From an optimization exercise on the open Yosys and OpenROAD flow, aimed at small area; shortcuts taken in it are not production practice. At most, simulation tests tie the RTL to the original design; equivalence was not proved. No activity file was given, so power comes from the tool's default toggle rates.

## MIPS_ALU
module MIPS_ALU (
    input clk,
    input pipeline_flush_i,
    input r_type_i,
    input [6 - 1 : 0] opcode_i,
    input [6 - 1 : 0] funct_i,
    input [32 - 1 : 0] alu_input1_i,
    input [32 - 1 : 0] alu_input2_i,
    input [32 - 1 : 0] pc_i,
    output overflow_o,
    output zero_o,
    output negative_o,
    output [32 - 1 : 0] alu_result_o
);
Size in the first run: roughly 150 I/O pins.
export LEC_CHECK = 0
export CAP_MARGIN = 0
export CORE_MARGIN = 2
export CORE_UTILIZATION = 40
export GPL_TIMING_DRIVEN = 0
export SLEW_MARGIN = 0
create_clock -name core_clock -period 6.0 [get_ports {clk}]
standard.sh (not shown) runs the stock make flow with config.mk's settings and CLKGATE_MAP_FILE= SYNTH_SCRIPT=/design/flow/synth_recipe.tcl, a recipe that flattens the netlist after the stock synthesis.
==> flow/flow/run.sh <==
#!/bin/bash
# Own layout flow: the standard flow (standard.sh), with
#  - an area-oriented ABC mapping script for synthesis (flow/abc_area.script),
#  - port buffers built from the smallest buffer cell,
#  - no full-adder extraction before ABC,
#  - power recovery (gate downsizing) after global routing.
# Each tool's full output stays in the ORFS logs under orfs/logs; make's output goes to make.log.
set -uo pipefail
W=$(pwd)
rm -rf "$W/scripts_local"
cp -r "$FLOW_HOME/scripts" "$W/scripts_local"
cp "$W/flow/abc_area.script" "$W/scripts_local/abc_area.script"
bash standard.sh SCRIPTS_DIR="$W/scripts_local" ABC_AREA=1 \
  "BUFFER_PORTS_ARGS=-buffer_cell sky130_fd_sc_hd__buf_1" \
  RECOVER_POWER=100 ADDER_MAP_FILE= finish > "$W/make.log" 2>&1
rc=$?
tail -40 "$W/make.log"
exit $rc
==> flow/flow/abc_area.script <==
&get -n
&st
&dch
&nf -p
&put
topo
stime -c
The starting point completed, yet does not pass: capacitance limit, slew limit.
Edit:
CORE_UTILIZATION = 60   (was 40)
=>
- The new run completed, yet does not pass: capacitance limit, slew limit
- die area decreases by 32%
- cell count decreases by about 6.4%
- power decreases by about 8%
- fmax decreases by 0.63%
- worst hold slack gains 14 ps
- via count increases by about 4.4%
- cell area decreases by about 3.4%
- critical path depth is unchanged
Edit:
--- a/flow/flow/run.sh
+++ b/flow/flow/run.sh
@@ -4,3 +4,2 @@
 #  - port buffers built from the smallest buffer cell,
-#  - no full-adder extraction before ABC,
 #  - power recovery (gate downsizing) after global routing.
@@ -14,3 +13,3 @@
   "BUFFER_PORTS_ARGS=-buffer_cell sky130_fd_sc_hd__buf_1" \
-  RECOVER_POWER=100 ADDER_MAP_FILE= finish > "$W/make.log" 2>&1
+  RECOVER_POWER=100 finish > "$W/make.log" 2>&1
 rc=$?
CAP_MARGIN = 20   (was 0)
CORE_UTILIZATION = 40   (was 60)
GPL_TIMING_DRIVEN = default   (was 0)
SLEW_MARGIN = 20   (was 0)
This time the run completed with no timing, DRC or antenna violations.
Core utilization shrinks by 23 points.
Clock-buffer cell count increases by 2.
Setup slack is better by 340 ps.
Global-route usage went down by 15 points.
Wire length falls by 2.1%.
Synthesized cell count went down by 0.36%.
Maximum frequency is higher by 6.1%.
No run of this note included a check of the RTL's function; only the layout flow was run.

========
== the baseline ==
Another version of the RTL of MIPS_ALU (not shown whole).
Size in the first run: ~810 cells after synthesis, ~35 flip-flops, about 150 I/O pins.
Design MIPS_ALU, start of the top module:
module MIPS_ALU (
    input clk,
    input pipeline_flush_i,
    input r_type_i,
    input [6 - 1 : 0] opcode_i,
    input [6 - 1 : 0] funct_i,
    input [32 - 1 : 0] alu_input1_i,
    input [32 - 1 : 0] alu_input2_i,
    input [32 - 1 : 0] pc_i,
    output overflow_o,
    output zero_o,
    output negative_o,
    output [32 - 1 : 0] alu_result_o
);
    reg overflow;
    reg zero;
    reg negative;
    reg [32 - 1 : 0] alu_result;
    assign alu_result_o = alu_result;
    assign overflow_o = overflow;
    assign zero_o = zero;
    assign negative_o = negative;
    wire [31:0] a = alu_input1_i;
    wire [31:0] b = alu_input2_i;
    wire [5:0] f = funct_i;
    wire [5:0] o = opcode_i;
    wire r_add  = r_type_i & (f == 6'h20);
    wire r_addu = r_type_i & (f == 6'h21);
    wire r_sub  = r_type_i & (f == 6'h22);
    wire r_subu = r_type_i & (f == 6'h23);
    wire r_and  = r_type_i & (f == 6'h24);
    wire r_or   = r_type_i & (f == 6'h25);
    wire r_xor  = r_type_i & (f == 6'h26);
    wire r_nor  = r_type_i & (f == 6'h27);
    wire r_sll  = r_type_i & (f[5:3] == 3'b000) & (f[1:0] == 2'b00);
    wire r_srl  = r_type_i & (f[5:3] == 3'b000) & (f[1:0] == 2'b10);
    wire r_sra  = r_type_i & (f[5:3] == 3'b000) & (f[1:0] == 2'b11);
    wire r_slt  = r_type_i & (f == 6'h2A);
    wire r_jr   = r_type_i & (f == 6'h08);
    wire i_addi  = ~r_type_i & (o == 6'h08);
    wire i_addiu = ~r_type_i & (o == 6'h09);
    wire i_andi  = ~r_type_i & (o == 6'h0C);
    wire i_ori   = ~r_type_i & (o == 6'h0D);
    wire i_xori  = ~r_type_i & (o == 6'h0E);
    wire i_beq   = ~r_type_i & (o == 6'h04);
    wire i_bne   = ~r_type_i & (o == 6'h05);
  ...
Settings: LEC_CHECK=0, CAP_MARGIN=20, CORE_MARGIN=2, CORE_UTILIZATION=55, GPL_TIMING_DRIVEN=0, SLEW_MARGIN=25; clock period 6.0 ns.
==> flow/flow/run.sh <==
#!/bin/bash
# Own layout flow: the standard flow (standard.sh), with
#  - an area-oriented ABC mapping script for synthesis (flow/abc_area.script),
#  - port buffers built from the smallest buffer cell,
#  - no full-adder extraction before ABC,
#  - a small clock tree (small clock buffers, no dummy loads),
#  - power recovery (gate downsizing) after global routing.
# Each tool's full output stays in the ORFS logs under orfs/logs; make's output goes to make.log.
set -uo pipefail
W=$(pwd)
rm -rf "$W/scripts_local"
cp -r "$FLOW_HOME/scripts" "$W/scripts_local"
cp "$W/flow/abc_area.script" "$W/scripts_local/abc_area.script"
bash standard.sh SCRIPTS_DIR="$W/scripts_local" ABC_AREA=1 \
  "BUFFER_PORTS_ARGS=-buffer_cell sky130_fd_sc_hd__buf_1" \
  "CTS_ARGS=-sink_clustering_enable -repair_clock_nets -sink_clustering_size 12 -buf_list {sky130_fd_sc_hd__clkbuf_8} -root_buf sky130_fd_sc_hd__clkbuf_8 -dont_use_dummy_load" \
  RECOVER_POWER=100 ADDER_MAP_FILE= finish > "$W/make.log" 2>&1
rc=$?
tail -40 "$W/make.log"
exit $rc
==> flow/flow/abc_area.script <==
&get -n
&st
&dch
&nf -R 1000 -p
&put
topo
stime -c
To summarise the baseline: no stage aborted, but the layout did not pass its checks, failing on capacitance limit, slew limit.
### the baseline -> the candidate
Settings: swapping 25 for 10 in SLEW_MARGIN; swapping 20 for 10 in CAP_MARGIN.
==> run summary <==
Delta(shortest period the worst path allows, the candidate - the baseline) < 0
The library cell contributing the largest single delay on the critical path comes out sky130_fd_sc_hd__dlymetal6s4s_1 in one run and sky130_fd_sc_hd__a2111oi_1 in the other, namely in the baseline and the candidate respectively.
The candidate improves on the baseline in fmax.
Between the baseline and the candidate, the difference in first-pass GRT wire length is negligible.
Comparing the candidate against the baseline, there is no change at all in post-route clock skew.
In the candidate the total met2 wirelength after detailed routing turned out 260 um lower than in the baseline.
Of the baseline and the candidate, none finishes clean.
The baseline had finished all stages when the layout checks came back failing, citing capacitance limit, slew limit.
Any difference in leakage power summed over all cells between the baseline and the candidate is small enough to ignore.
From the baseline to the candidate the numbers moved as follows: total power draw saw a decrease, multi-input combinational gate total closely matched the old numbers.

==> port drivers added, routing unchanged <==
The results above use ideal ports. As a check the final layouts listed here were re-extracted and re-timed, cells and wires unchanged. Step 1 assumes that a clkbuf_16 drives the clock port and a buf_2 every other input. Step 2 moves the port delays by t, midway between the first and last clock arrival at a register: inputs arrive t later, outputs are due t later. That takes back most of the time a late clock gives input paths. a / b / c = no drivers / after step 1 / after step 2; a / b = the first two.
run | t, ns | setup slack, ns | worst slew at a driven data input, ns
the first run of note 1 | 0.345 | 0.124 / 0.146 / -0.199 | 0.04
the second run of note 1 | 0.339 | 0.087 / 0.101 / -0.238 | 0.04
the third run of note 1 | 0.337 | 0.429 / 0.451 / 0.115 | 0.05
the baseline | 0.338 | 0.236 / 0.248 / -0.090 | 0.05
the candidate | 0.340 | 0.277 / 0.283 / -0.056 | 0.06
The setup slack of the candidate, which loses most, moves by +0.006 ns with the drivers and by -0.333 ns with both steps.
